What follows belongs to an exercise in optimizing a design on an open flow for small area, a short achievable clock period and few clock cycles per item; a production flow would make more cautious choices. RTL that was checked went through simulation tests only; none was proved equivalent to the original. The RTL of runs 3 to 8 was laid out without a check of its function.

==> design/flow/run.sh <==
#!/bin/bash
# synth_recipe.tcl (not shown) runs the flow's synth.tcl, then flattens the netlist and writes it again
# the make line also repeats each setting of config.mk as NAME=value (left out here)
make -C /OpenROAD-flow-scripts/flow DESIGN_CONFIG=/design/flow/config.mk WORK_HOME=/design/flow/orfs CLKGATE_MAP_FILE= SYNTH_SCRIPT=/design/flow/synth_recipe.tcl finish
==> design/flow/config.mk <==
export PLATFORM = sky130hd
export DESIGN_NAME = cordic
export DESIGN_NICKNAME = cordic
export VERILOG_FILES = /design/flow/design.v
export SDC_FILE = /design/flow/constraint.sdc
export NUM_CORES = 4
export LEC_CHECK = 0
export CAP_MARGIN = 20
export CORE_MARGIN = 2
export CORE_UTILIZATION = 40
export SLEW_MARGIN = 20
==> design/flow/constraint.sdc <==
create_clock -name core_clock -period 9.0 [get_ports {clk}]
set_input_delay 1.8000 -clock core_clock [delete_from_list [all_inputs] [get_ports {clk}]]
set_output_delay 1.8000 -clock core_clock [all_outputs]
set_load 0.01 [all_outputs]
==> design/flow/design.v <==
module cordic #(
    parameter WIDTH = 16,
    parameter ITERATIONS = 16,
    parameter FRAC_BITS = 14
) (
    input wire clk,
    input wire rst,
    input wire start,
    input wire signed [WIDTH-1:0] theta,
    output wire signed [WIDTH-1:0] cos_out,
    output wire signed [WIDTH-1:0] sin_out,
    output reg done
);
    reg signed [15:0] x, y, z;
    reg [3:0] cnt;           
    wire busy = |cnt;
    assign cos_out = x;
    assign sin_out = y;
    reg signed [15:0] atab;
    always @(*) begin
        case (cnt)
            4'd2:  atab = 16'h1DAC;
            4'd3:  atab = 16'h0FAD;
            4'd4:  atab = 16'h07F5;
            4'd5:  atab = 16'h03FE;
            4'd6:  atab = 16'h01FF;
            4'd7:  atab = 16'h00FF;
            4'd8:  atab = 16'h007F;
            4'd9:  atab = 16'h003F;
            4'd10: atab = 16'h001F;
            4'd11: atab = 16'h000F;
            4'd12: atab = 16'h0007;
            4'd13: atab = 16'h0003;
            4'd14: atab = 16'h0001;
            default: atab = 16'h0000;
        endcase
    end
    wire d0n = theta[15];
    wire signed [15:0] z1 = d0n ? theta + 16'sh3243 : theta - 16'sh3243;
    wire d1n = z1[15];
    wire signed [15:0] x2 = (d0n ^ d1n) ? 16'sh7497 : 16'sh26DD;
    wire signed [15:0] y2 = d0n ? (d1n ? 16'sh8B69 : 16'shD923)
                                : (d1n ? 16'sh26DD : 16'sh7497);
    wire signed [15:0] zn = z[15] ? z + atab : z - atab;
    wire dn = zn[15];
    wire signed [15:0] xs = x >>> cnt;
    wire signed [15:0] ys = y >>> cnt;
    wire signed [15:0] xn = dn ? x + ys : x - ys;
    wire signed [15:0] yn = dn ? y - xs : y + xs;
    always @(posedge clk or posedge rst) begin
        if (rst) begin
            cnt <= 4'd0;
            done <= 1'b0;
        end else if (start && !busy) begin
            cnt <= 4'd2;
            done <= 1'b0;
        end else if (busy) begin
            cnt <= cnt + 4'd1;
            if (cnt == 4'd15) done <= 1'b1;
        end
    end
    always @(posedge clk) begin
        if (start && !busy) begin
            x <= x2;
            y <= y2;
            z <= z1;
        end else if (busy) begin
            x <= xn;
            y <= yn;
            z <= zn;
        end
    end
endmodule
==> results of run 1 <==
-- area by class of cell --
cell class | instances | area (um2)
inverter | 33 | 124
clock buffer | 7 | 133
fill | 1700 | 9350
multi-input combinational | 668 | 5310
clock inverter | 1 | 5.00
timing repair buffer | 61 | 586
sequential | 53 | 1570
tap | 225 | 282
-- critical path: stages, from the launching register on --
cell	delay, ps
dfrtp_2	970
inv_1	310
ha_1	380
nor3_1	200
a211oi_1	70
buf_4	180
or3_1	350
nand2_1	70
ha_1	290
and4_1	230
a32oi_1	140
inv_1	50
a311o_1	390
a211o_1	320
nand3_1	470
o21ai_0	250
xor2_1	200
ha_1	240
a2111oi_0	410
a2bb2oi_1	200
o41ai_1	340
o21ai_0	230
mux2i_1	180
a2111oi_0	410
a311oi_1	90
-- metrics by stage --
step / cell area, um2 / hold WS [ps] / worst slack (ps)
floorplan: 7150 / 529 / 2550
global placement: 7860 / 500 / 1950
detailed placement: 7860 / 517 / 1770
CTS: 8000 / 534 / 1770
global route: 8010 / 596 / 940
finish: 8010 / 538 / 1710
-- metal layers --
metal  vias up  part of all wire (%)  global-route usage [%]
met1      3009                    50                    32.0
li1       3039                     -                       -
met5         -                     0                       0
met4         0                   1.7                    4.88
met3        17                   5.1                    4.27
met2       141                    43                    31.4
-- cell usage in the layout, fill, tap and decap left out, types with 11 or more instances in the layout --
cell / count
ha_1: 66
mux2i_1: 16
nand2_1: 70
o21ai_1: 13
clkdlybuf4s50_1: 51
xor2_1: 35
inv_1: 31
o31ai_1: 13
nor2_1: 55
o21a_1: 13
nand2b_1: 11
nor3_1: 19
a21oi_1: 51
a21o_1: 21
nand3_1: 21
xnor2_1: 49
o21ai_0: 49
mux4_2: 35
edfxtp_1: 48
-- logic make-up (layout without fill, tap and decap cells) --
| logic type | after synthesis | count (layout) |
|---|---|---|
| XOR/XNOR | 84 | 84 |
| buffers and inverters | 66 | 102 |
| multiplexers | 62 | 62 |
| AO/OA/AOI/OAI | 224 | 224 |
| AND/OR/NAND/NOR | 228 | 228 |
| flip-flops | 53 | 53 |
| adder cells (fa/ha/maj) | 70 | 70 |
-- final timing paths --
path | end | start | slack [ps]
max reg2reg | y[15] | cnt[0] | 1710
min reg2reg | done | done | 540
min | done | done | 540
min in group asynchronous | done | rst | 1700
max | y[15] | cnt[0] | 1710
max in group asynchronous | cnt[0] | rst | 7100
-- registers in the layout, indices dropped and copies added, names as in the netlist --
register  count
cnt           4
done          1
x            16
y            16
z            16
==> summary.txt, run 1 <==
initial core utilization 41.2%; syn_nets 876; first-pass GRT wire length 31100 um; n_diodes 0; initial antenna violation count 0; chip height 138 um; worst path arrival time 7320 ps; post-layout util 46.1%; endpoints failing setup 0; biggest area consumer among synthesized cells edfxtp_1; post-route ant nets 0; Slew HR 38.6%; status no timing/DRC/antenna violations; Synth Flop Type edfxtp_1; Post-Synth Adder-Cell Area 12.7%; placed cell count 1040; share of synthesized cell area in and, or, nand and nor gates 15.5%; Final min period 7290 ps; compound-cell area share of the yosys netlist 20.1%; FP Rows 48; CP Launch Type flip-flop; Max Cap Viol 0; Initial DRC Count 476; largest net degree at the start of global routing 42; vias in the first global route 5775; die area 19000 um2; count leader, synth nand2_1; total CTS buffers 5; clk buf depth 2; core footprint 17400 um2; Avg WL per Cell 18.4 um; Final Slew Violations 0; Worst Hold Depth 2; worst endpoint required time 9030 ps; vias per cell 5.92; FF-to-FF path depth 24; synth warn 1; # hold bufs at CTS 0; Syn Std Cell Area 7150 um2; post-synthesis cell count 787; Seq/Total Area, Yosys 21.9%; Skew-Pair Late Insertion Delay 320 ps; share of flip-flops with an asynchronous set or reset 9.43%; CTS H-tree lvls 2; Mean Syn Cell Area 9.08 um2; Area growth, synth to finish 12.0%; Synth Area in XOR/XNOR 10.3%; Initial DRT Pass Iterations 5; fin crit share 81.0%; CP endpoint kind flip-flop; Die X 138 um; Hold Fails Final Rpt 0; dpl hpwl 14600 um; GPL Wtd Cong 0.926; Synth Register Bits 53; Final Non-Filler Cells 1048; final net count 911; worst min path class flip-flop to flip-flop; commonest cells in the netlist 70 x nand2_1, 66 x ha_1, 55 x nor2_1; post-synthesis mux area share 15.6%; worst slew pin tran 921 ps; clk sinks 53; Setup TNS 0 ps; WS Path Type flip-flop to flip-flop; share of layout cells above drive strength 1 9.11%; TritonCTS clock tree built; main combinational cell family by area after synthesis compound AO/OA/AOI/OAI gates; # port buffers 51; Worst Path Max Fanout 41; fmax 137 MHz; via count 6206; Worst Clk Skew 9.82 ps; Overflow after GRT 0; RSZ-0062 raised after global routing false; Post-CTS Setup Bufs 0; Root Driver clkbuf_16; count of flip-flops with a built-in enable after synthesis 48; top cells by area, synth edfxtp_1 20%, ha_1 12%, mux4_2 11%; Synth cell types 71; Residual DRC 0; clock-pin slew on the worst setup and hold paths 80 ps; total track usage 21.3%; Synth top area share 20.2%; drt total wl 19300 um; post-cts resize count 0; IO Pins 52
Testbench counts, summed over its fixed seeds: cycles 48,000, items 3,200.
==> inputs of run 2 (changes only) <==
--- a/design/flow/config.mk
+++ b/design/flow/config.mk
@@ -5,7 +5,9 @@
 export SDC_FILE = /design/flow/constraint.sdc
 export NUM_CORES = 4
 export LEC_CHECK = 0
+export ABC_CLOCK_PERIOD_IN_PS = 3000
 export CAP_MARGIN = 20
 export CORE_MARGIN = 2
 export CORE_UTILIZATION = 40
+export SETUP_SLACK_MARGIN = 5.0
 export SLEW_MARGIN = 20
==> run 2 against run 1 <==
- die area stayed put
- worst setup slack better by 1600 ps
- non-clock buffer count is 66 higher
- clock skew is 4.5 ps lower
- count of clock-buffer cells in the layout stayed put
- final cell count is 6.6% higher
- design area is 17% higher
- hold slack worse by 30 ps
- routed wire length is 22% higher
- flip-flop and latch count stayed put
- global-route usage is 3.6 points higher
- critical path type unchanged
- critical endpoint is now y[14]
==> summary.txt, run 2 <==
Initial DRC Count 614 (+29%); worst path arrival time 5740 ps (-1580 ps); met1 wire length 10700 um (+10%); Setup TNS 0 ps (unchanged); count leader, synth nand2_1; Top Layer Used met4; largest registers x (16), y (16), z (16); post-synthesis cell count 787 (unchanged); Hold EP done; clock-pin slew on the worst setup and hold paths 70 ps (about the same); GPL Wtd Cong 0.870 (-6.1%); largest net degree at the start of global routing 50 (+19%); total CTS buffers 5 (unchanged); FF-to-FF Start cnt[1]; Slew HR 52.1% (+13 points); Synth top area share 20.2% (unchanged); WS Path Type flip-flop to flip-flop; final net count 980 (+7.6%); worst endpoint required time 9060 ps (+30 ps); clk sinks 53 (unchanged); via count 6839 (+10%); IO Pins 52 (unchanged); Worst Clk Skew 5.36 ps (-4.47 ps); # hold bufs at CTS 0 (unchanged); TritonCTS clock tree built; Avg WL per Cell 21.0 um (+14%); FF-to-FF path depth 26 (+8.3%); synth warn 1 (unchanged); most frequent cells in the layout 65 x nand2_1, 63 x buf_4, 54 x ha_1, 49 x nor2_1, 48 x edfxtp_1; initial antenna violation count 0 (unchanged); Worst Hold Slack 508 ps (-30.4 ps); commonest non-fill, non-tap cell in the layout nand2_1; worst min path class flip-flop to flip-flop; FP Rows 48 (unchanged); Initial DRT Pass Iterations 4 (-1); biggest area consumer among synthesized cells edfxtp_1; first-pass GRT wire length 36200 um (+16%); Final min period 5690 ps (-1610 ps); placed inst area 7980 um2 (+1.4%); total track usage 24.9% (+3.6 points); Synth Register Bits 53 (unchanged); fin crit share 63.2% (-18 points); Skew-Pair Late Insertion Delay 310 ps (about the same); Mean Syn Cell Area 9.08 um2 (unchanged); CP endpoint kind flip-flop; worst slew pin tran 719 ps (-202 ps); critical path's slowest cell dfrtp_4; CTS H-tree lvls 2 (unchanged); Hold Fails Final Rpt 0 (unchanged); post-route ant nets 0 (unchanged); count of flip-flops with a built-in enable after synthesis 48 (unchanged); CP Launch Type flip-flop; Worst Path Max Fanout 6 (-85%); Synth Flop Type edfxtp_1; Seq/Total Area, Yosys 21.9% (unchanged); Worst Hold Depth 2 (unchanged); die area 19000 um2 (unchanged); vias per cell 6.12 (+3.4%); clk buf depth 2 (unchanged); share of flip-flops with an asynchronous set or reset 9.43% (unchanged); syn_nets 876 (unchanged); vias in the first global route 6597 (+14%); Overflow after GRT 0 (unchanged); met2 WL post-DR 11000 um (+33%); commonest cells in the netlist 70 x nand2_1, 66 x ha_1, 55 x nor2_1; hold_sp done; endpoints failing setup 0 (unchanged); RSZ-0062 raised after global routing true; fmax 176 MHz (+28%); chip height 138 um (unchanged); Residual DRC 0 (unchanged); Die X 138 um (unchanged); Final Slew Violations 0 (unchanged); dpl hpwl 15700 um (+7.8%); share of layout cells above drive strength 1 27.9% (+19 points); WL met3 1340 um (+38%); status no timing/DRC/antenna violations; drt total wl 23500 um (+22%); top cells by area, synth edfxtp_1 20%, ha_1 12%, mux4_2 11%; Max Cap Viol 0 (unchanged); # port buffers 51 (unchanged); initial core utilization 41.2% (unchanged); Synth cell types 71 (unchanged); final design area excluding fillers 9380 um2 (+17%); Largest stage delay, worst path 510 ps (-460 ps); core footprint 17400 um2 (unchanged); Root Driver clkbuf_16; Syn Std Cell Area 7150 um2 (unchanged); FF-to-FF End y[14]; R2R Setup Slk 3310 ps (+1610 ps); n_diodes 0 (unchanged); Area growth, synth to finish 31.2%
-- run 2: per-stage QoR --
stage / util, % / instances / setup slack, ps
4_1_cts: 50.9 / 1090 / 3390
2_1_floorplan: - / 787 / 3590
3_3_place_gp: 46.0 / 1036 / 2370
5_1_grt: 54.1 / 1117 / 3110
6_report: 54.1 / 1117 / 3310
3_5_place_dp: 46.0 / 1036 / 2180
-- run 2: area by class of cell --
cell class,instances,area [um2]
Tap cell,225,282
Timing Repair Buffer,127,1210
Multi-Input combinational cell,670,6030
Sequential cell,53,1580
Inverter,33,140
Clock inverter,1,7.51
Timing Repair inverter,1,5.00
Clock buffer,7,133
Fill cell,1510,7970
-- run 2: layer usage --
layer,vias up,GRT usage (%)
met5,-,0
met4,0,5.44
met3,33,3.86
met2,239,39.3
met1,3382,35.9
li1,3185,-
-- run 2: logic make-up after synthesis --
logic type               after synthesis  synth area share [%]
adder cells (fa/ha/maj)               70                  12.7
multiplexers                          62                  15.6
AND/OR/NAND/NOR                      228                  15.5
AO/OA/AOI/OAI                        224                  20.1
flip-flops                            53                  21.9
buffers and inverters                 66                  3.92
XOR/XNOR                              84                  10.3
-- run 2: how the worst max path moves through the flow --
stage,startpoint,slack [ps],endpoint,cells after the start
after floorplan,cnt[1],3590,y[14],24
after global placement,cnt[0],2370,y[15],23
after detailed placement,cnt[0],2180,y[15],23
after CTS,cnt[1],3390,y[14],24
after global routing,cnt[1],3110,y[15],26
final,cnt[1],3310,y[14],26
-- run 2: critical path, delay by kind of cell, from the launching register on --
| kind | cells | cell delay [ps] |
|---|---|---|
| compound gates | 10 | 1970 |
| buf+inv | 3 | 330 |
| fa+ha+maj | 3 | 850 |
| xor+xnor | 1 | 180 |
| flops | 1 | 510 |
| simple gates | 9 | 1590 |
-- run 2: timing repair --
action,CTS,global route
gates resized for setup,74,83
endpoints found under the setup margin,42,36
setup buffers,43,26
pin swaps,33,69
gates cloned,3,1
==> inputs of run 3 (changes only) <==
==> design/flow/design.v (replaced) <==
module cordic #(
    parameter WIDTH = 16,
    parameter ITERATIONS = 16,
    parameter FRAC_BITS = 14
) (
    input wire clk,
    input wire rst,
    input wire start,
    input wire signed [WIDTH-1:0] theta,
    output wire signed [WIDTH-1:0] cos_out,
    output wire signed [WIDTH-1:0] sin_out,
    output reg done
);
    reg signed [15:0] x, y, z;
    reg [3:0] cnt;           
    wire busy = |cnt;
    assign cos_out = x;
    assign sin_out = y;
    reg signed [15:0] atab;
    always @(*) begin
        case (cnt)
            4'd1:  atab = 16'h1DAC;
            4'd2:  atab = 16'h0FAD;
            4'd3:  atab = 16'h07F5;
            4'd4:  atab = 16'h03FE;
            4'd5:  atab = 16'h01FF;
            4'd6:  atab = 16'h00FF;
            4'd7:  atab = 16'h007F;
            4'd8:  atab = 16'h003F;
            4'd9:  atab = 16'h001F;
            4'd10: atab = 16'h000F;
            4'd11: atab = 16'h0007;
            4'd12: atab = 16'h0003;
            4'd13: atab = 16'h0001;
            default: atab = 16'h0000;
        endcase
    end
    wire d0n = theta[15];
    wire signed [15:0] z1 = theta + (d0n ? 16'sh3243 : -16'sh3243);
    wire signed [15:0] y1 = d0n ? -16'sh4DBA : 16'sh4DBA;
    wire dn = z[15];
    wire signed [15:0] zn = z + (atab ^ {16{~dn}}) + {15'd0, ~dn};
    wire signed [15:0] xs = x >>> cnt;
    wire signed [15:0] ys = y >>> cnt;
    wire signed [15:0] xn = x + (ys ^ {16{~dn}}) + {15'd0, ~dn};
    wire signed [15:0] yn = y + (xs ^ {16{dn}}) + {15'd0, dn};
    always @(posedge clk or posedge rst) begin
        if (rst) begin
            cnt <= 4'd0;
            done <= 1'b0;
        end else if (start && !busy) begin
            cnt <= 4'd1;
            done <= 1'b0;
        end else if (busy) begin
            cnt <= cnt + 4'd1;
            if (cnt == 4'd15) done <= 1'b1;
        end
    end
    always @(posedge clk) begin
        if (start && !busy) begin
            x <= 16'sh4DBA;
            y <= y1;
            z <= z1;
        end else if (busy) begin
            x <= xn;
            y <= yn;
            z <= zn;
        end
    end
endmodule
==> run 3 against run 2 <==
- clock skew increased by 3.3 ps
- hold slack improved by 35 ps
- flip-flop and latch count unchanged
- routed wire length is 17% lower
- die area is 9.4% lower
- critical path type unchanged
==> summary.txt, run 3 <==
total track usage 22.3% (-2.6 points); Seq/Total Area, Yosys 21.8% (-0.14 points); WS Path Type flip-flop to flip-flop; busiest grt layer met2; CP delay by family, top compound AO/OA/AOI/OAI gates; Avg WL per Cell 17.9 um (-15%); Mean Syn Cell Area 8.28 um2 (-8.8%); clk buf depth 2 (unchanged); largest net degree at the start of global routing 42 (-16%); commonest cells in the netlist 76 x a21oi_1, 74 x o21ai_0, 74 x xnor2_1; Die X 131 um (-4.8%); GPL Wtd Cong 0.935 (+7.4%); dpl hpwl 12900 um (-18%); initial core utilization 40.8% (-0.38 points); critical path's slowest cell dfrtp_4; top cells by area, synth edfxtp_1 15%, ha_1 12%, xnor2_1 10%; syn_nets 867 (-1.0%); Worst Clk Skew 8.63 ps (+3.28 ps); Worst Path Max Fanout 7 (+1); clk sinks 53 (unchanged); Max Cap Viol 0 (unchanged); met1 usage 29.8% (-6.1 points); core footprint 15800 um2 (-8.8%); total CTS buffers 5 (unchanged); Post-Place Worst Slack 3830 ps (+1650 ps); CTS H-tree lvls 2 (unchanged); via count 6242 (-8.7%); # hold bufs at CTS 0 (unchanged); die area 17200 um2 (-9.4%); # port buffers 51 (unchanged); final worst slack 5040 ps (+1720 ps); most frequent cells in the layout 73 x xnor2_1, 66 x a21oi_1, 64 x nand2_1, 61 x o21ai_0, 61 x ha_1; RSZ-0062 raised after global routing true; Setup TNS 0 ps (unchanged); largest registers x (16), y (16), z (16); count leader, synth a21oi_1; worst min path class flip-flop to flip-flop; Largest stage delay, worst path 550 ps (+40 ps); Synth Register Bits 53 (unchanged); Synth cell types 62 (-13%); post-layout util 51.6% (-2.5 points); final net count 957 (-2.3%); Final Slew Violations 0 (unchanged); chip height 131 um (-4.8%); CP Launch Type flip-flop; drt total wl 19500 um (-17%); Hold Fails Final Rpt 0 (unchanged); biggest area consumer among synthesized cells edfxtp_1; post-route ant nets 0 (unchanged); status no timing/DRC/antenna violations; worst path arrival time 4010 ps (-1730 ps); initial antenna violation count 0 (unchanged); Final min period 3960 ps (-1720 ps); n_diodes 0 (unchanged); fmax 252 MHz (+43%); Bufs and invs on worst path 1 (-2); post-synthesis cell count 780 (-0.89%); synth warn 1 (unchanged); share of layout cells above drive strength 1 18.6% (-9.3 points); Root Driver clkbuf_16; Slew HR 35.3% (-17 points); Initial DRT Pass Iterations 5 (+1); Syn Std Cell Area 6460 um2 (-9.7%); Skew-Pair Late Insertion Delay 310 ps (about the same); vias in the first global route 6081 (-7.8%); first-pass GRT wire length 30300 um (-16%); register area 1410 um2 (-10%); Overflow after GRT 0 (unchanged); count of flip-flops with a built-in enable after synthesis 32 (-33%); met2 Use GR 36.3% (-3.0 points); CP endpoint kind flip-flop; endpoints failing setup 0 (unchanged); worst slew pin tran 968 ps (+249 ps); fin crit share 44.0% (-19 points); TritonCTS clock tree built; share of flip-flops with an asynchronous set or reset 9.43% (unchanged); Residual DRC 0 (unchanged); GR Util met3 2.92% (-0.94 points); Multi-input gate area 5060 um2 (-16%); Initial DRC Count 427 (-30%); commonest non-fill, non-tap cell in the layout xnor2_1; vias per cell 5.74 (-6.2%); clock-pin slew on the worst setup and hold paths 80 ps (about the same); Synth top area share 14.9% (-5.3 points); Synth Flop Type edfxtp_1; Fillers 1450 (-4.0%); FP Rows 46 (-4.2%); worst endpoint required time 9050 ps (about the same); worst path cell trace buf_8 > mux2i_4 > nand2_2 > nand2_2 > mux2i_2 > mux2i_1 > xnor2_1 > ha_1 > a21o_1 > a21oi_2 > mux2_4 > o32a_1 > a21oi_2 > o31a_1 > o311a_1 > mux2i_1 > nand3_1; IO Pins 52 (unchanged); Area growth, synth to finish 26.4%
run 3: cell types whose count changed after synthesis, sizes merged, moves of 16 or more:
cell	change
mux4	-23
edfxtp	-16
a21oi	+26
o21ai	+19
xnor2	+25
xor2	-19
dfxtp	+16
run 3: cell families (layout without fill, tap and decap cells):
family	count (synthesis)	after routing	share of synthesized area [%]
AO/OA/AOI/OAI	235	235	21.6
AND/OR/NAND/NOR	208	208	14.9
flip-flops	53	53	21.8
XOR/XNOR	90	90	12.2
adder cells (fa/ha/maj)	68	68	13.6
buffers and inverters	71	162	4.30
multiplexers	55	55	11.6
run 3: timing repair:
item	CTS	global route
resized for setup	35	67
setup buffers	29	26
setup endpoints to repair	30	21
pin swaps	11	42
cloned	2	2
run 3: worst reg2reg max path, stage by stage, from the launching register on:
cell     delay (ps)
dfrtp_4         550
buf_8           170
mux2i_4         200
nand2_2          80
nand2_2          80
mux2i_2         210
mux2i_1         130
xnor2_1         170
ha_1            360
a21o_1          180
a21oi_2          70
mux2_4          270
o32a_1          370
a21oi_2         210
o31a_1          210
o311a_1         180
mux2i_1         190
nand3_1          90
run 3: area by class of cell:
| class | instances | area share (%) |
|---|---|---|
| repair buffers | 116 | 13.5 |
| clock buffers | 6 | 1.58 |
| flip-flops and latches | 53 | 17.3 |
| multi-input cells | 656 | 62.0 |
| well taps | 216 | 3.31 |
| repair inverters | 2 | 0.153 |
| inverters | 36 | 1.93 |
| clock inverters | 2 | 0.169 |
run 3: path summary, 6_finish.rpt:
kind,start,to,slack [ps],depth (start not counted)
max,cnt[1],y[15],5040,17
min,done,done,540,2
max reg2reg,cnt[1],y[15],5040,17
min reg2reg,done,done,540,2
max in group asynchronous,rst,cnt[1],7110,2
min in group asynchronous,rst,done,1690,2
run 3: through the flow:
stage / std cells / hold WS, ps / cell area [um2]
floorplan: 780 / 514 / 6470
global placement: 1020 / 522 / 7170
detailed placement: 1020 / 529 / 7170
CTS: 1059 / 543 / 7640
global route: 1087 / 570 / 8160
finish: 1087 / 543 / 8160
run 3: per-layer routing:
metal  share of wire (%)  vias up  wire [um]
li1                    -     3010          -
met1                  45     2935       8740
met2                  46      233       8910
met3                 5.2       64       1020
met4                 4.0        0        788
met5                   0        -          0
==> inputs of run 4 (changes only) <==
==> design/flow/config.mk (replaced) <==
export PLATFORM = sky130hd
export DESIGN_NAME = cordic
export DESIGN_NICKNAME = cordic
export VERILOG_FILES = /design/flow/design.v
export SDC_FILE = /design/flow/constraint.sdc
export NUM_CORES = 4
export LEC_CHECK = 0
export CAP_MARGIN = 20
export CORE_MARGIN = 2
export CORE_UTILIZATION = 40
export SLEW_MARGIN = 20
==> run 4 against run 3 <==
- non-clock buffer count shrank 57
- critical path depth decreased by 5
- flip-flop and latch count unchanged
- core utilization down 5.4 points
- critical endpoint is now z[14]
- sequential share of layout area increased by 2.0 points
- hold slack got worse by 10 ps
==> summary.txt, run 4 <==
via count 5871 (-5.9%); Initial DRT Pass Iterations 4 (-1); vias per cell 5.71 (-0.55%); Post-Place Worst Slack 3780 ps (-53.9 ps); final net count 898 (-6.2%); Synth Register Bits 53 (unchanged); Final Slew Violations 0 (unchanged); met2 Use GR 34.4% (-1.9 points); met1 usage 29.1% (-0.72 points); vias in the first global route 5607 (-7.8%); fmax 205 MHz (-19%); post-cts resize count 0 (-100%); biggest area consumer among synthesized cells edfxtp_1; initial antenna violation count 0 (unchanged); Syn Std Cell Area 6460 um2 (unchanged); busiest grt layer met2; IO Pins 52 (unchanged); Root Driver clkbuf_16; RSZ-0062 raised after global routing false; post-route ant nets 0 (unchanged); top cells by area, synth edfxtp_1 15%, ha_1 12%, xnor2_1 10%; post-synthesis cell count 780 (unchanged); Max Cap Viol 0 (unchanged); share of flip-flops with an asynchronous set or reset 9.43% (unchanged); Hold EP done; clock-pin slew on the worst setup and hold paths 70 ps (about the same); Synth top area share 14.9% (unchanged); Final min period 4880 ps (+912 ps); CTS H-tree lvls 2 (unchanged); share of layout cells above drive strength 1 5.91% (-13 points); fin crit share 54.2% (+10 points); initial core utilization 40.8% (unchanged); # port buffers 51 (unchanged); endpoints failing setup 0 (unchanged); Setup TNS 0 ps (unchanged); worst slew pin tran 993 ps (+25.2 ps); commonest cells in the netlist 76 x a21oi_1, 74 x o21ai_0, 74 x xnor2_1; Residual DRC 0 (unchanged); Skew-Pair Late Insertion Delay 310 ps (about the same); die area 17200 um2 (unchanged); Overflow after GRT 0 (unchanged); total CTS buffers 5 (unchanged); Synth cell types 62 (unchanged); Mean Syn Cell Area 8.28 um2 (unchanged); drt total wl 17700 um (-8.9%); Synth Flop Type edfxtp_1; Post-CTS Setup Bufs 0 (-100%); Area growth, synth to finish 13.1%; Slew HR 33.8% (-1.5 points); FF-to-FF End y[14]; FP Rows 46 (unchanged); GPL Wtd Cong 0.906 (-3.0%); GR Util met3 3.04% (+0.12 points); Worst Path Max Fanout 11 (+4); first-pass GRT wire length 28700 um (-5.1%); WS Path Type primary input to flip-flop; Die X 131 um (unchanged); clk sinks 53 (unchanged); synth warn 1 (unchanged); worst min path class flip-flop to flip-flop; status no timing/DRC/antenna violations; total track usage 21.2% (-1.1 points); most frequent cells in the layout 76 x a21oi_1, 74 x o21ai_0, 74 x xnor2_1, 68 x nand2_1, 64 x ha_1; n_diodes 0 (unchanged); FF-to-FF path depth 15 (-2); largest net degree at the start of global routing 49 (+17%); count leader, synth a21oi_1; dpl hpwl 13100 um (+1.2%); syn_nets 867 (unchanged); Initial DRC Count 343 (-20%); Setup crit start theta[15]; R2R Setup Slk 4130 ps (-910 ps); Worst Hold Depth 2 (unchanged); count of flip-flops with a built-in enable after synthesis 32 (unchanged); TritonCTS clock tree built; worst endpoint required time 9020 ps (-30 ps); FF-to-FF Start cnt[1]; Avg WL per Cell 17.2 um (-3.7%); CP Launch Type primary input; commonest non-fill, non-tap cell in the layout a21oi_1; final worst slack 4120 ps (-912 ps); # hold bufs at CTS 0 (unchanged); CP endpoint kind flip-flop; worst path arrival time 4900 ps (+890 ps); Worst Clk Skew 12.0 ps (+3.32 ps); chip height 131 um (unchanged); hold_sp done; Seq/Total Area, Yosys 21.8% (unchanged); largest registers x (16), y (16), z (16); clk buf depth 2 (unchanged); Hold Fails Final Rpt 0 (unchanged); core footprint 15800 um2 (unchanged)
## run 4: cell counts after synthesis
Identical to the previous run, type by type.
## run 4: logic make-up (layout without fill, tap and decap cells)
kind of cell	count (synthesis)	after routing	share of synthesized area (%)
flip-flops	53	53	21.8
AO/OA/AOI/OAI	235	235	21.6
buffers and inverters	71	103	4.30
adder cells (fa/ha/maj)	68	68	13.6
XOR/XNOR	90	90	12.2
AND/OR/NAND/NOR	208	208	14.9
multiplexers	55	55	11.6
## run 4: critical path, cell delays in order
cell and delay, ps:
clkdlybuf4s50_1 640, inv_1 290, ha_1 390, nor2b_1 140, o21ai_0 180, a21boi_0 180
o311ai_0 470, a21oi_1 160, o211ai_1 270, o21ai_0 150, xnor2_1 130, o21ai_0 90
## run 4: how the worst max path moves through the flow
stage | end | slack, ps | cells past startpoint
2_1_floorplan | y[14] | 4530 | 20
3_3_place_gp | z[14] | 3840 | 12
3_5_place_dp | z[14] | 3780 | 12
4_1_cts | z[14] | 4090 | 12
5_1_grt | z[14] | 3750 | 12
6_report | z[14] | 4120 | 12
## run 4: per-layer routing
layer	vias up	part of all wire [%]	wire [um]
met5	-	0	0
met4	0	2.4	428
met3	29	4.5	793
met2	154	46	8160
met1	2792	47	8340
li1	2896	-	-
## run 4: cell type report
class	instances	area (um2)
Multi-Input combinational cell	656	4780
Sequential cell	53	1410
Inverter	36	135
Tap cell	216	270
Clock buffer	6	129
Timing Repair Buffer	59	571
Fill cell	1540	8520
Clock inverter	2	13.8
## run 4: stage by stage
step                instance area, um2  hold slack, ps  instances  util, %
finish                            7300             533       1028     46.1
global route                      7300             596       1028     46.1
CTS                               7300             540       1028     46.1
detailed placement                7160             526       1020     45.2
global placement                  7160             512       1020     45.2
floorplan                         6460             514        780        -
==> inputs of run 5 (changes only) <==
--- a/design/flow/config.mk
+++ b/design/flow/config.mk
@@ -5,7 +5,9 @@
 export SDC_FILE = /design/flow/constraint.sdc
 export NUM_CORES = 4
 export LEC_CHECK = 0
+export ABC_AREA = 1
 export CAP_MARGIN = 20
 export CORE_MARGIN = 2
 export CORE_UTILIZATION = 40
+export SETUP_SLACK_MARGIN = 5.0
 export SLEW_MARGIN = 20
==> run 5 against run 4 <==
- still clean
- count of clock-buffer cells in the layout increased by 2
- critical path depth increased by 6
- global-route usage increased by 0.14 points
- hold slack improved by 9.1 ps
- clock skew decreased by 7.5 ps
- sequential share of layout area decreased by 0.087 points
- design area increased by 0.72%
- area after synthesis about the same
- largest cell class unchanged
- highest routed layer unchanged
==> summary.txt, run 5 <==
vias per cell 5.28 (-7.5%); clock-pin slew on the worst setup and hold paths 70 ps (about the same); fin crit share 41.2% (-13 points); RSZ-0062 raised after global routing false; CP Launch Type flip-flop; commonest cells in the netlist 263 x nand2_1, 96 x o21ai_0, 95 x a21oi_1; most frequent CP cell o21ai_0; Worst Clk Skew 4.42 ps (-7.53 ps); post-synthesis cell count 965 (+24%); vias in the first global route 5896 (+5.2%); fmax 269 MHz (+31%); Syn Std Cell Area 6460 um2 (about the same); most frequent cells in the layout 263 x nand2_1, 93 x a21oi_1, 87 x o21ai_0, 73 x nand3_1, 73 x inv_1; initial antenna violation count 0 (unchanged); final net count 1087 (+21%); largest net degree at the start of global routing 44 (-10%); core footprint 15800 um2 (unchanged); FP Rows 46 (unchanged); worst endpoint required time 9040 ps (+20 ps); endpoints failing setup 0 (unchanged); initial core utilization 40.8% (about the same); Area growth, synth to finish 13.8%; share of layout cells above drive strength 1 5.49% (-0.42 points); Setup TNS 0 ps (unchanged); placed cell count 1203 (+18%); CP delay by family, top compound AO/OA/AOI/OAI gates; post-route ant nets 0 (unchanged); Initial DRT Pass Iterations 5 (+1); share of flip-flops with an asynchronous set or reset 9.43% (unchanged); Synth cell types 52 (-16%); CP endpoint kind flip-flop; worst min path class flip-flop to flip-flop; Initial DRC Count 548 (+60%); Synth Register Bits 53 (unchanged); Synth top area share 15.3% (+0.40 points); Hold Fails Final Rpt 0 (unchanged); commonest non-fill, non-tap cell in the layout nand2_1; Synth Flop Type edfxtp_1; Mean Syn Cell Area 6.70 um2 (-19%); count of flip-flops with a built-in enable after synthesis 32 (unchanged); synth warn 1 (unchanged); Slew HR 34.5% (+0.73 points); first-pass GRT wire length 30300 um (+5.4%); via count 6428 (+9.5%); Overflow after GRT 0 (unchanged); Seq/Total Area, Yosys 21.8% (about the same); worst slew pin tran 981 ps (-12.4 ps); Fillers 1685 (+9.4%); Final Non-Filler Cells 1217 (+18%); Max Cap Viol 0 (unchanged); status no timing/DRC/antenna violations; Residual DRC 0 (unchanged); Final min period 3710 ps (-1160 ps); total CTS buffers 5 (unchanged); # port buffers 51 (unchanged); clk buf depth 2 (unchanged); clk sinks 53 (unchanged); critical path's slowest cell fa_1; worst path cell trace buf_8 > inv_6 > nand2_1 > o21ai_1 > o21ai_0 > nand2_1 > o21ai_0 > a32oi_1 > xor2_1 > fa_1 > nand3_1 > nand2_1 > a21oi_2 > o21ai_1 > a21boi_1 > o21ai_0 > xor2_1 > o21ai_0; Avg WL per Cell 15.1 um (-12%); syn_nets 1052 (+21%); WS Path Type flip-flop to flip-flop; drt total wl 18400 um (+4.0%); Final Slew Violations 0 (unchanged); Bufs and invs on worst path 2 (unchanged); TritonCTS clock tree built; Die X 131 um (about the same); Skew-Pair Late Insertion Delay 300 ps (about the same); dpl hpwl 14000 um (+7.1%); Worst Path Max Fanout 34 (+23); die area 17200 um2 (about the same); GPL Wtd Cong 0.925 (+2.0%); biggest area consumer among synthesized cells nand2_1; IO Pins 52 (unchanged); chip height 131 um (about the same); # hold bufs at CTS 0 (unchanged); Root Driver clkbuf_16; largest registers x (16), y (16), z (16); Largest stage delay, worst path 430 ps (-210 ps); worst path arrival time 3750 ps (-1150 ps); top cells by area, synth nand2_1 15%, edfxtp_1 15%, ha_1 12%; CTS H-tree lvls 2 (unchanged); count leader, synth nand2_1; total track usage 21.3% (+0.14 points); Worst Hold Slack 542 ps (+9.13 ps); n_diodes 0 (unchanged)
run 5: worst min-delay path, delay by kind of cell (launching register included):
kind,cells,cell delay (ps)
flip-flops,1,350
AO/OA/AOI/OAI,1,60
buffers and inverters,1,80
run 5: per-layer routing:
metal | wire (um) | track usage, % | up-vias | part of all wire, %
met2 | 7840 | 32.0 | 175 | 43
met4 | 232 | 4.95 | 0 | 1.3
met3 | 1110 | 2.93 | 18 | 6.0
li1 | - | - | 3351 | -
met5 | 0 | 0 | - | 0
met1 | 9260 | 32.2 | 2884 | 50
run 5: cell families (layout without fill, tap and decap cells):
logic type / Yosys count / in the layout / synth area share [%]
XOR/XNOR: 60 / 60 / 8.13
buffers and inverters: 116 / 152 / 7.57
AND/OR/NAND/NOR: 419 / 419 / 27.6
multiplexers: 3 / 3 / 0.465
AO/OA/AOI/OAI: 246 / 246 / 20.9
flip-flops: 53 / 53 / 21.8
adder cells (fa/ha/maj): 68 / 68 / 13.6
run 5: worst paths after layout:
| path | start | end | slack [ps] | cells past startpoint |
|---|---|---|---|---|
| max in group asynchronous | rst | cnt[1] | 7090 | 2 |
| setup / recovery | cnt[0] | y[12] | 5290 | 18 |
| setup reg to reg | cnt[0] | y[12] | 5290 | 18 |
| hold / removal | x[6] | x[6] | 540 | 2 |
| min in group asynchronous | rst | done | 1710 | 2 |
| hold reg to reg | x[6] | x[6] | 540 | 2 |
run 5: repair_timing:
item | in CTS | in global routing
pin swaps | 0 | 2
hold endpoints to repair | 0 | 0
setup endpoints to repair | 21 | 8
resized for setup | 13 | 24
buffers inserted | 0 | 5
run 5: per-stage QoR:
| step | utilization (%) | cell area [um2] | setup WS (ps) |
|---|---|---|---|
| floorplan | - | 6460 | 5230 |
| global placement | 44.8 | 7090 | 4140 |
| detailed placement | 44.8 | 7090 | 4060 |
| CTS | 45.9 | 7260 | 5000 |
| global route | 46.5 | 7360 | 5010 |
| finish | 46.5 | 7360 | 5290 |
run 5: cell type report:
class,count,area [um2],share of cell area [%]
multi-input combinational,796,4590,62.4
inverter,84,330,4.49
timing repair buffer,60,609,8.28
clock buffer,8,146,1.99
tap,216,270,3.67
sequential,53,1410,19.2
==> inputs of run 6 (changes only) <==
--- a/design/flow/config.mk
+++ b/design/flow/config.mk
@@ -5,7 +5,7 @@
 export SDC_FILE = /design/flow/constraint.sdc
 export NUM_CORES = 4
 export LEC_CHECK = 0
-export ABC_AREA = 1
+export ABC_CLOCK_PERIOD_IN_PS = 2000
 export CAP_MARGIN = 20
 export CORE_MARGIN = 2
 export CORE_UTILIZATION = 40
==> run 6 against run 5 <==
- still clean on timing, DRC and antenna
- via count down 2.9%
- first-iteration DRC count decreased by 22%
- clock skew increased by 4.2 ps
==> summary.txt, run 6 <==
status no timing/DRC/antenna violations; Avg WL per Cell 17.9 um (+18%); CTS H-tree lvls 2 (unchanged); register area 1410 um2 (unchanged); endpoints failing setup 0 (unchanged); post-synthesis cell count 780 (-19%); count leader, synth a21oi_1; Synth Flop Type edfxtp_1; Syn Std Cell Area 6460 um2 (about the same); Final min period 3960 ps (+253 ps); Initial DRC Count 427 (-22%); FF-to-FF Start cnt[1]; Hold Fails Final Rpt 0 (unchanged); initial antenna violation count 0 (unchanged); placed cell count 1020 (-15%); die area 17200 um2 (about the same); # hold bufs at CTS 0 (unchanged); FP Rows 46 (unchanged); Area growth, synth to finish 26.4%; via count 6242 (-2.9%); most frequent cells in the layout 73 x xnor2_1, 66 x a21oi_1, 64 x nand2_1, 61 x o21ai_0, 61 x ha_1; Setup crit start cnt[1]; Mean Syn Cell Area 8.28 um2 (+24%); RSZ-0062 raised after global routing true; Synth top area share 14.9% (-0.40 points); largest registers x (16), y (16), z (16); clock-pin slew on the worst setup and hold paths 80 ps (about the same); biggest area consumer among synthesized cells edfxtp_1; share of layout cells above drive strength 1 18.6% (+13 points); post-route ant nets 0 (unchanged); Bufs and invs on worst path 1 (-1); syn_nets 867 (-18%); clk sinks 53 (unchanged); WS Path Type flip-flop to flip-flop; Multi-input gate area 5060 um2 (+10%); GPL Wtd Cong 0.935 (+1.1%); CP Launch Type flip-flop; share of flip-flops with an asynchronous set or reset 9.43% (unchanged); hold_sp done; synth warn 1 (unchanged); Max Cap Viol 0 (unchanged); commonest non-fill, non-tap cell in the layout xnor2_1; fin crit share 44.0% (+2.8 points); total track usage 22.3% (+0.98 points); dpl hpwl 12900 um (-7.8%); worst slew pin tran 968 ps (-12.8 ps); fmax 252 MHz (-6.4%); chip height 131 um (about the same); Final Slew Violations 0 (unchanged); CP delay by family, top compound AO/OA/AOI/OAI gates; Slew HR 35.3% (+0.79 points); Post-Place Worst Slack 3830 ps (-233 ps); final worst slack 5040 ps (-253 ps); worst path cell trace buf_8 > mux2i_4 > nand2_2 > nand2_2 > mux2i_2 > mux2i_1 > xnor2_1 > ha_1 > a21o_1 > a21oi_2 > mux2_4 > o32a_1 > a21oi_2 > o31a_1 > o311a_1 > mux2i_1 > nand3_1; Seq/Total Area, Yosys 21.8% (about the same); Largest stage delay, worst path 550 ps (+120 ps); # port buffers 51 (unchanged); Worst Clk Skew 8.63 ps (+4.21 ps); Final Non-Filler Cells 1087 (-11%); vias in the first global route 6081 (+3.1%); largest net degree at the start of global routing 42 (-4.5%); commonest cells in the netlist 76 x a21oi_1, 74 x o21ai_0, 74 x xnor2_1; Root Driver clkbuf_16; Synth cell types 62 (+19%); drt total wl 19500 um (+5.6%); worst path arrival time 4010 ps (+260 ps); first-pass GRT wire length 30300 um (about the same); Overflow after GRT 0 (unchanged); count of flip-flops with a built-in enable after synthesis 32 (unchanged); Initial DRT Pass Iterations 5 (unchanged); core footprint 15800 um2 (unchanged); total CTS buffers 5 (unchanged); TritonCTS clock tree built; final net count 957 (-12%); Die X 131 um (about the same); top cells by area, synth edfxtp_1 15%, ha_1 12%, xnor2_1 10%; initial core utilization 40.8% (about the same); Fillers 1450 (-14%); worst endpoint required time 9050 ps (about the same); n_diodes 0 (unchanged); IO Pins 52 (unchanged); Skew-Pair Late Insertion Delay 310 ps (about the same); Residual DRC 0 (unchanged); post-layout util 51.6% (+5.1 points); CP endpoint kind flip-flop; critical path's slowest cell dfrtp_4; Worst Path Max Fanout 7 (-79%); worst min path class flip-flop to flip-flop; vias per cell 5.74 (+8.7%); Synth Register Bits 53 (unchanged); Setup TNS 0 ps (unchanged); clk buf depth 2 (unchanged)
## run 6: cell types whose count changed in the layout (fill, tap and decap cells not counted), moves of 15 or more
cell / change
nand3_1: -62
nand2_1: -199
xor2_1: -40
o21ai_0: -26
inv_1: -43
a21oi_1: -27
buf_4: +50
xnor2_1: +69
mux2i_1: +22
mux4_2: +15
## run 6: path summary, 6_finish.rpt
kind                          end  slack, ps  depth (start not counted)
max                         y[15]       5040                         17
min                          done        540                          2
max reg2reg                 y[15]       5040                         17
min reg2reg                  done        540                          2
max in group asynchronous  cnt[1]       7110                          2
min in group asynchronous    done       1690                          2
## run 6: worst reg2reg max path, delay by kind of cell, from the launching register on
kind,cells,cell delay (ps)
flops,1,550
compound gates,6,1220
mux,5,1000
buf+inv,1,170
xor+xnor,1,170
simple gates,3,250
fa+ha+maj,1,360
## run 6: cell type report
class	instances	share of cell area (%)
well taps	216	3.31
flip-flops and latches	53	17.3
clock buffers	6	1.58
repair inverters	2	0.153
clock inverters	2	0.169
inverters	36	1.93
repair buffers	116	13.5
multi-input cells	656	62.0
## run 6: logic make-up after synthesis
logic type                 synth area share [%]
AOI/OAI and AO/OA                          21.6
adders and majority gates                  13.6
DFF                                        21.8
buffers and inverters                      4.30
muxes                                      11.6
xor gates and xnor gates                   12.2
and+or+nand+nor                            14.9
## run 6: through the flow
step	instance area (um2)	hold WS (ps)
2_1_floorplan	6470	514
3_3_place_gp	7170	522
3_5_place_dp	7170	529
4_1_cts	7640	543
5_1_grt	8160	570
6_report	8160	543
## run 6: timing repair
| action | in CTS | in global routing |
|---|---|---|
| gates resized for setup | 35 | 67 |
| endpoints found under the setup margin | 30 | 21 |
| gates cloned | 2 | 2 |
| buffers inserted | 29 | 26 |
| pin swaps | 11 | 42 |
## run 6: layer usage
metal | vias up | GRT usage [%] | share of wire (%)
li1 | 3010 | - | -
met1 | 2935 | 29.8 | 45
met2 | 233 | 36.3 | 46
met3 | 64 | 2.92 | 5.2
met4 | 0 | 9.45 | 4.0
met5 | - | 0 | 0
==> inputs of run 7 (changes only) <==
==> design/flow/flow/run.sh (new file) <==
#!/bin/bash
# The standard layout, with repair_timing aiming at a tighter period
# than the clock's (the SDC and everything else stay as they are).
set -euo pipefail
bash standard.sh SETUP_SLACK_MARGIN=6.0 finish > flow_make.log 2>&1
==> design/flow/standard.sh (new file) <==
#!/bin/bash
# synth_recipe.tcl (not shown) runs the flow's synth.tcl, then flattens the netlist and writes it again
# the make line also repeats each setting of config.mk as NAME=value (left out here)
make -C /OpenROAD-flow-scripts/flow DESIGN_CONFIG=/design/flow/config.mk WORK_HOME=/design/flow/orfs CLKGATE_MAP_FILE= SYNTH_SCRIPT=/design/flow/synth_recipe.tcl "${@:-finish}"
--- a/design/flow/config.mk
+++ b/design/flow/config.mk
@@ -5,7 +5,7 @@
 export SDC_FILE = /design/flow/constraint.sdc
 export NUM_CORES = 4
 export LEC_CHECK = 0
-export ABC_CLOCK_PERIOD_IN_PS = 2000
+export ABC_AREA = 1
 export CAP_MARGIN = 20
 export CORE_MARGIN = 2
 export CORE_UTILIZATION = 40
removed: design/flow/run.sh
==> run 7 against run 6 <==
- still clean on timing, DRC and antenna
- maximum frequency increased by 17%
- first-iteration DRC count rose by 23%
- hold slack got worse by 43 ps
- global-route usage increased by 2.3 points
- register-to-register slack gained 640 ps
- synthesized cell count grew 24%
- critical path depth shrank 3
- non-clock buffer count rose by 39
- flip-flop and latch count did not move
- count of clock-buffer cells in the layout increased by 2
- critical endpoint is now z[13]
==> summary.txt, run 7 <==
Initial DRC Count 525 (+23%); Post-Place Worst Slack 4230 ps (+400 ps); final net count 1185 (+24%); Post-Synth Adder-Cell Area 13.6% (about the same); # hold bufs at CTS 0 (unchanged); fin crit share 37.6% (-6.5 points); first-pass GRT wire length 34600 um (+14%); Avg WL per Cell 16.8 um (-5.9%); FF-to-FF Start cnt[0]; endpoints failing setup 0 (unchanged); Synth Flop Type edfxtp_1; die area 17200 um2 (about the same); Seq/Total Area, Yosys 21.8% (about the same); top cells by area, synth nand2_1 15%, edfxtp_1 15%, ha_1 12%; worst min path class flip-flop to flip-flop; Synth Register Bits 53 (unchanged); vias per cell 5.46 (-5.0%); worst path arrival time 3450 ps (-560 ps); commonest non-fill, non-tap cell in the layout nand2_1; Setup crit start theta[15]; Slew HR 62.7% (+27 points); Root Driver clkbuf_16; total track usage 24.6% (+2.3 points); clock-pin slew on the worst setup and hold paths 70 ps (about the same); share of flip-flops with an asynchronous set or reset 9.43% (unchanged); compound-cell area share of the yosys netlist 20.9% (-0.67 points); core footprint 15800 um2 (unchanged); CTS H-tree lvls 2 (unchanged); GPL Wtd Cong 0.947 (+1.3%); Die X 131 um (about the same); Mean Syn Cell Area 6.70 um2 (-19%); Fillers 1441 (-0.62%); count of flip-flops with a built-in enable after synthesis 32 (unchanged); via count 7177 (+15%); Area growth, synth to finish 42.8%; status no timing/DRC/antenna violations; post-synthesis cell count 965 (+24%); Setup TNS 0 ps (unchanged); CP Launch Type primary input; worst slew pin tran 559 ps (-409 ps); hold_sp x[9]; FP Rows 46 (unchanged); syn_nets 1052 (+21%); final worst slack 5620 ps (+582 ps); drt total wl 22100 um (+14%); biggest area consumer among synthesized cells nand2_1; RSZ-0062 raised after global routing true; Worst Path Max Fanout 5 (-2); Residual DRC 0 (unchanged); count leader, synth nand2_1; Synth cell types 52 (-16%); fmax 296 MHz (+17%); Syn Std Cell Area 6460 um2 (about the same); Overflow after GRT 0 (unchanged); dpl hpwl 14000 um (+7.9%); # port buffers 51 (unchanged); initial core utilization 40.8% (about the same); Initial DRT Pass Iterations 5 (unchanged); largest registers x (16), y (16), z (16); initial antenna violation count 0 (unchanged); share of synthesized cell area in and, or, nand and nor gates 27.6% (+13 points); WS Path Type primary input to flip-flop; main combinational cell family by area after synthesis simple AND/OR/NAND/NOR gates; post-route ant nets 0 (unchanged); IO Pins 52 (unchanged); most frequent cells in the layout 228 x nand2_1, 74 x buf_4, 65 x a21oi_1, 62 x inv_1, 57 x nand3_1; clk sinks 53 (unchanged); Final min period 3380 ps (-582 ps); clk buf depth 2 (unchanged); Final Slew Violations 0 (unchanged); Worst Clk Skew 7.81 ps (-0.829 ps); total CTS buffers 5 (unchanged); synth warn 1 (unchanged); post-synthesis mux area share 0.465% (-11 points); largest net degree at the start of global routing 44 (+4.8%); Synth Area in XOR/XNOR 8.13% (-4.1 points); Skew-Pair Late Insertion Delay 310 ps (about the same); CP endpoint kind flip-flop; Hold Fails Final Rpt 0 (unchanged); Synth top area share 15.3% (+0.40 points); commonest cells in the netlist 263 x nand2_1, 96 x o21ai_0, 95 x a21oi_1; worst endpoint required time 9060 ps (about the same); share of layout cells above drive strength 1 31.3% (+13 points); TritonCTS clock tree built; n_diodes 0 (unchanged); vias in the first global route 6689 (+10%); chip height 131 um (about the same); Max Cap Viol 0 (unchanged)
run 7: cell count changes in the layout (fill, tap and decap cells not counted), sizes merged, moves of 15 or more:
cell,change
nand3,+66
a21oi,+18
xor2,+40
dlygate4sd2,+35
mux4,-15
xnor2,-70
mux2i,-29
nand2,+203
o21ai,+24
clkdlybuf4s50,-39
buf,+44
inv,+48
run 7: worst paths after layout:
| kind | endpoint | slack, ps | cells after the start |
|---|---|---|---|
| worst max register to register | y[12] | 5680 | 20 |
| worst min register to register | x[9] | 500 | 2 |
| max in group asynchronous | cnt[1] | 7080 | 2 |
| worst min-delay path | x[9] | 500 | 2 |
| min in group asynchronous | cnt[0] | 1700 | 2 |
| worst max-delay path | z[13] | 5620 | 14 |
run 7: logic make-up (layout without fill, tap and decap cells):
logic type                 Yosys count  after routing
muxes                                3              3
and+or+nand+nor                    419            420
adders and majority gates           68             68
buffers and inverters              116            249
DFF                                 53             53
xor gates and xnor gates            60             60
AOI/OAI and AO/OA                  246            246
run 7: what timing repair did:
item	4_1_cts	5_1_grt
cloned	3	0
setup endpoints to repair	114	54
resized for setup	271	114
setup buffers	77	25
pin swaps	61	76
run 7: layout make-up:
cell class | instances | area, um2 | area share (%)
Multi-Input combinational cell | 797 | 5560 | 60.2
Timing Repair Buffer | 155 | 1420 | 15.4
Inverter | 84 | 390 | 4.23
Tap cell | 216 | 270 | 2.93
Clock buffer | 8 | 136 | 1.48
Timing Repair inverter | 2 | 16.3 | 0.176
Sequential cell | 53 | 1440 | 15.6
run 7: per-stage QoR:
step	area, um2	util (%)	hold WS, ps	instances
final	9230	58.3	500	1315
after global placement	7120	45.0	520	1202
after CTS	8620	54.5	499	1290
after detailed placement	7120	45.0	521	1202
after global routing	9230	58.3	537	1315
after floorplan	6510	-	512	965
run 7: routing by layer:
| layer | wire [um] | share of wire (%) | global-route usage [%] | up-vias |
|---|---|---|---|---|
| met5 | 0 | 0 | 0 | - |
| met4 | 539 | 2.4 | 6.40 | 0 |
| met2 | 9950 | 45 | 38.5 | 241 |
| met1 | 10300 | 47 | 35.6 | 3332 |
| li1 | - | - | - | 3558 |
| met3 | 1350 | 6.1 | 3.32 | 46 |
run 7: worst max-delay path: stages:
cell and delay, ps:
buf_12 80, clkinvlp_4 150, buf_6 180, buf_6 110, ha_4 220, a21oi_2 160
o21ai_2 90, nand2_1 80, nand4_1 130, nand3_1 120, nand2_1 80, xor2_1 150
nand2_1 60, o21ai_1 50
==> inputs of run 8 (changes only) <==
==> design/flow/flow/run.sh (replaced) <==
#!/bin/bash
# The standard layout, with repair_timing aiming at a tighter period
# than the clock's and plain buffers on the ports (the SDC and everything
# else stay as they are).
set -euo pipefail
bash standard.sh SETUP_SLACK_MARGIN=6.0 "BUFFER_PORTS_ARGS=-buffer_cell sky130_fd_sc_hd__buf_2" finish > flow_make.log 2>&1
==> run 8 against run 7 <==
- largest cell class unchanged
- synthesized cell count unchanged
- core utilization shrank 2.7 points
- maximum frequency decreased by 2.0%
==> summary.txt, run 8 <==
status no timing/DRC/antenna violations; most frequent cells in the layout 222 x nand2_1, 63 x inv_1, 61 x a21oi_1, 55 x nand3_1, 55 x buf_4; count of flip-flops with a built-in enable after synthesis 32 (unchanged); Synth top area share 15.3% (unchanged); via count 7081 (-1.3%); worst path arrival time 3530 ps (+80 ps); dpl hpwl 14200 um (+1.5%); initial antenna violation count 0 (unchanged); post-layout util 55.6% (-2.7 points); Slew HR 59.6% (-3.1 points); first-pass GRT wire length 33200 um (-4.0%); final design area excluding fillers 8800 um2 (-4.6%); Synth Flop Type edfxtp_1; core footprint 15800 um2 (unchanged); Overflow after GRT 0 (unchanged); Final min period 3450 ps (+68.9 ps); total track usage 23.5% (-1.1 points); clock-pin slew on the worst setup and hold paths 80 ps (about the same); Setup TNS 0 ps (unchanged); endpoints failing setup 0 (unchanged); WS Path Type primary input to flip-flop; CTS H-tree lvls 2 (unchanged); worst slew pin tran 606 ps (+47.3 ps); commonest non-fill, non-tap cell in the layout nand2_1; Syn Std Cell Area 6460 um2 (unchanged); clk sinks 53 (unchanged); Hold Fails Final Rpt 0 (unchanged); die area 17200 um2 (unchanged); CP endpoint kind flip-flop; Synth Register Bits 53 (unchanged); CP Launch Type primary input; Initial DRT Pass Iterations 5 (unchanged); IO Pins 52 (unchanged); GPL Wtd Cong 0.947 (unchanged); RSZ-0062 raised after global routing true; Worst Hold Depth 2 (unchanged); FP Rows 46 (unchanged); fmax 290 MHz (-2.0%); post-synthesis cell count 965 (unchanged); Max Cap Viol 0 (unchanged); initial core utilization 40.8% (unchanged); placed inst area 6870 um2 (-3.5%); clk buf depth 2 (unchanged); final worst slack 5550 ps (-68.9 ps); met2 Use GR 35.9% (-2.6 points); final net count 1157 (-2.4%); Initial DRC Count 510 (-2.9%); worst endpoint required time 9080 ps (+20 ps); total CTS buffers 5 (unchanged); FF-to-FF path depth 14 (-30%); vias in the first global route 6428 (-3.9%); largest registers x (16), y (16), z (16); share of layout cells above drive strength 1 33.4% (+2.1 points); count leader, synth nand2_1; Post-Place Worst Slack 4780 ps (+548 ps); GR Util met3 2.93% (-0.39 points); # port buffers 51 (unchanged); Die X 131 um (unchanged); Skew-Pair Late Insertion Delay 310 ps (about the same); chip height 131 um (unchanged); busiest grt layer met2; n_diodes 0 (unchanged); Fillers 1462 (+1.5%); Worst Path Max Fanout 6 (+1); Multi-input gate area 5570 um2 (+0.18%); syn_nets 1052 (unchanged); post-route ant nets 0 (unchanged); largest net degree at the start of global routing 44 (unchanged); Root Driver clkbuf_16; Seq/Total Area, Yosys 21.8% (unchanged); Worst Clk Skew 8.83 ps (+1.02 ps); met1 usage 34.3% (-1.2 points); Residual DRC 0 (unchanged); top cells by area, synth nand2_1 15%, edfxtp_1 15%, ha_1 12%; Avg WL per Cell 17.0 um (+1.1%); register area 1420 um2 (-1.5%); fin crit share 38.3% (+0.77 points); drt total wl 21900 um (-1.1%); worst min path class flip-flop to flip-flop; Synth cell types 52 (unchanged); Final Slew Violations 0 (unchanged); share of flip-flops with an asynchronous set or reset 9.43% (unchanged); Worst Hold Slack 550 ps (+49.9 ps); synth warn 1 (unchanged); TritonCTS clock tree built; biggest area consumer among synthesized cells nand2_1; vias per cell 5.50 (+0.81%); Area growth, synth to finish 36.2%; Mean Syn Cell Area 6.70 um2 (unchanged); commonest cells in the netlist 263 x nand2_1, 96 x o21ai_0, 95 x a21oi_1
run 8: layout make-up:
class	count	area share, %
Multi-Input combinational cell	796	63.3
Sequential cell	53	16.1
Timing Repair Buffer	128	11.2
Inverter	84	4.25
Tap cell	216	3.07
Clock buffer	6	1.46
Clock inverter	2	0.384
Timing Repair inverter	2	0.270
run 8: path summary, 6_finish.rpt:
kind,startpoint,end,slack (ps)
setup / recovery,theta[15],z[12],5550
hold / removal,x[6],x[6],550
setup reg to reg,cnt[3],z[12],5740
hold reg to reg,x[6],x[6],550
max in group asynchronous,rst,cnt[0],7400
min in group asynchronous,rst,cnt[3],1380
run 8: per-stage QoR:
stage	instances
finish	1287
global route	1287
CTS	1260
detailed placement	1203
global placement	1203
floorplan	965
run 8: cells by family (layout without fill, tap and decap cells):
| group | count (synthesis) | after routing | share of synthesized area (%) |
|---|---|---|---|
| flops | 53 | 53 | 21.8 |
| fa+ha+maj | 68 | 68 | 13.6 |
| buf+inv | 116 | 222 | 7.57 |
| simple gates | 419 | 419 | 27.6 |
| compound gates | 246 | 246 | 20.9 |
| mux | 3 | 3 | 0.465 |
| xor+xnor | 60 | 60 | 8.13 |
run 8: layer usage:
metal / vias up / routed length (um)
met5: - / 0
met4: 0 / 612
met3: 52 / 1180
met2: 240 / 9800
met1: 3288 / 10300
li1: 3501 / -
run 8: timing repair:
action / 4_1_cts / 5_1_grt
gates cloned: 2 / 1
resized for setup: 152 / 177
pin swaps: 43 / 83
buffers inserted: 47 / 26
endpoints found under the setup margin: 80 / 36
hold endpoints to repair: 0 / 0
hold buffers: 0 / 0
run 8: critical path: stages:
cell        delay, ps
buf_12             80
clkinvlp_4        180
fa_2              410
inv_2              70
nand3_2            60
nand2_2            70
inv_2              50
o21ai_4           150
nand3_2           110
nand2_2            80
a21boi_2           70
o21ai_2           160
a21oi_2            70
o21ai_1           100
nand2_1            60

[port drivers added, routing unchanged]
Ports are ideal in the flow. The routed layouts listed here were re-timed in OpenROAD.
Step 1, drivers: a clkbuf_16 drives clk and a buf_2 each remaining input, both assumed.
Step 2, shift: input delay + t, output delay - t, t = (earliest + latest rising clock arrival at the registers) / 2. This alone moves slack from input paths to output paths.
a / b / c = no drivers / after step 1 / after step 2; a / b = the first two.
run | t, ns | setup WS [ns] | latest minus earliest clock arrival (ns)
run 1 | 0.352 | 1.706 / 1.706 / 1.706 | 0.010 / 0.010
run 2 | 0.348 | 3.313 / 3.313 / 3.313 | 0.005 / 0.005
run 3 | 0.341 | 5.037 / 5.037 / 4.799 | 0.009 / 0.009
run 4 | 0.342 | 4.124 / 4.127 / 3.796 | 0.013 / 0.012
run 5 | 0.345 | 5.289 / 5.289 / 5.003 | 0.005 / 0.004
run 6 | 0.341 | 5.037 / 5.037 / 4.799 | 0.009 / 0.009
run 7 | 0.347 | 5.618 / 5.598 / 5.251 | 0.008 / 0.008
run 8 | 0.355 | 5.549 / 5.519 / 5.164 | 0.010 / 0.010
After both steps every run listed still meets setup and hold. For run 8, which loses most, drivers alone change the setup slack by -0.030 ns; drivers and shift together by -0.385 ns.
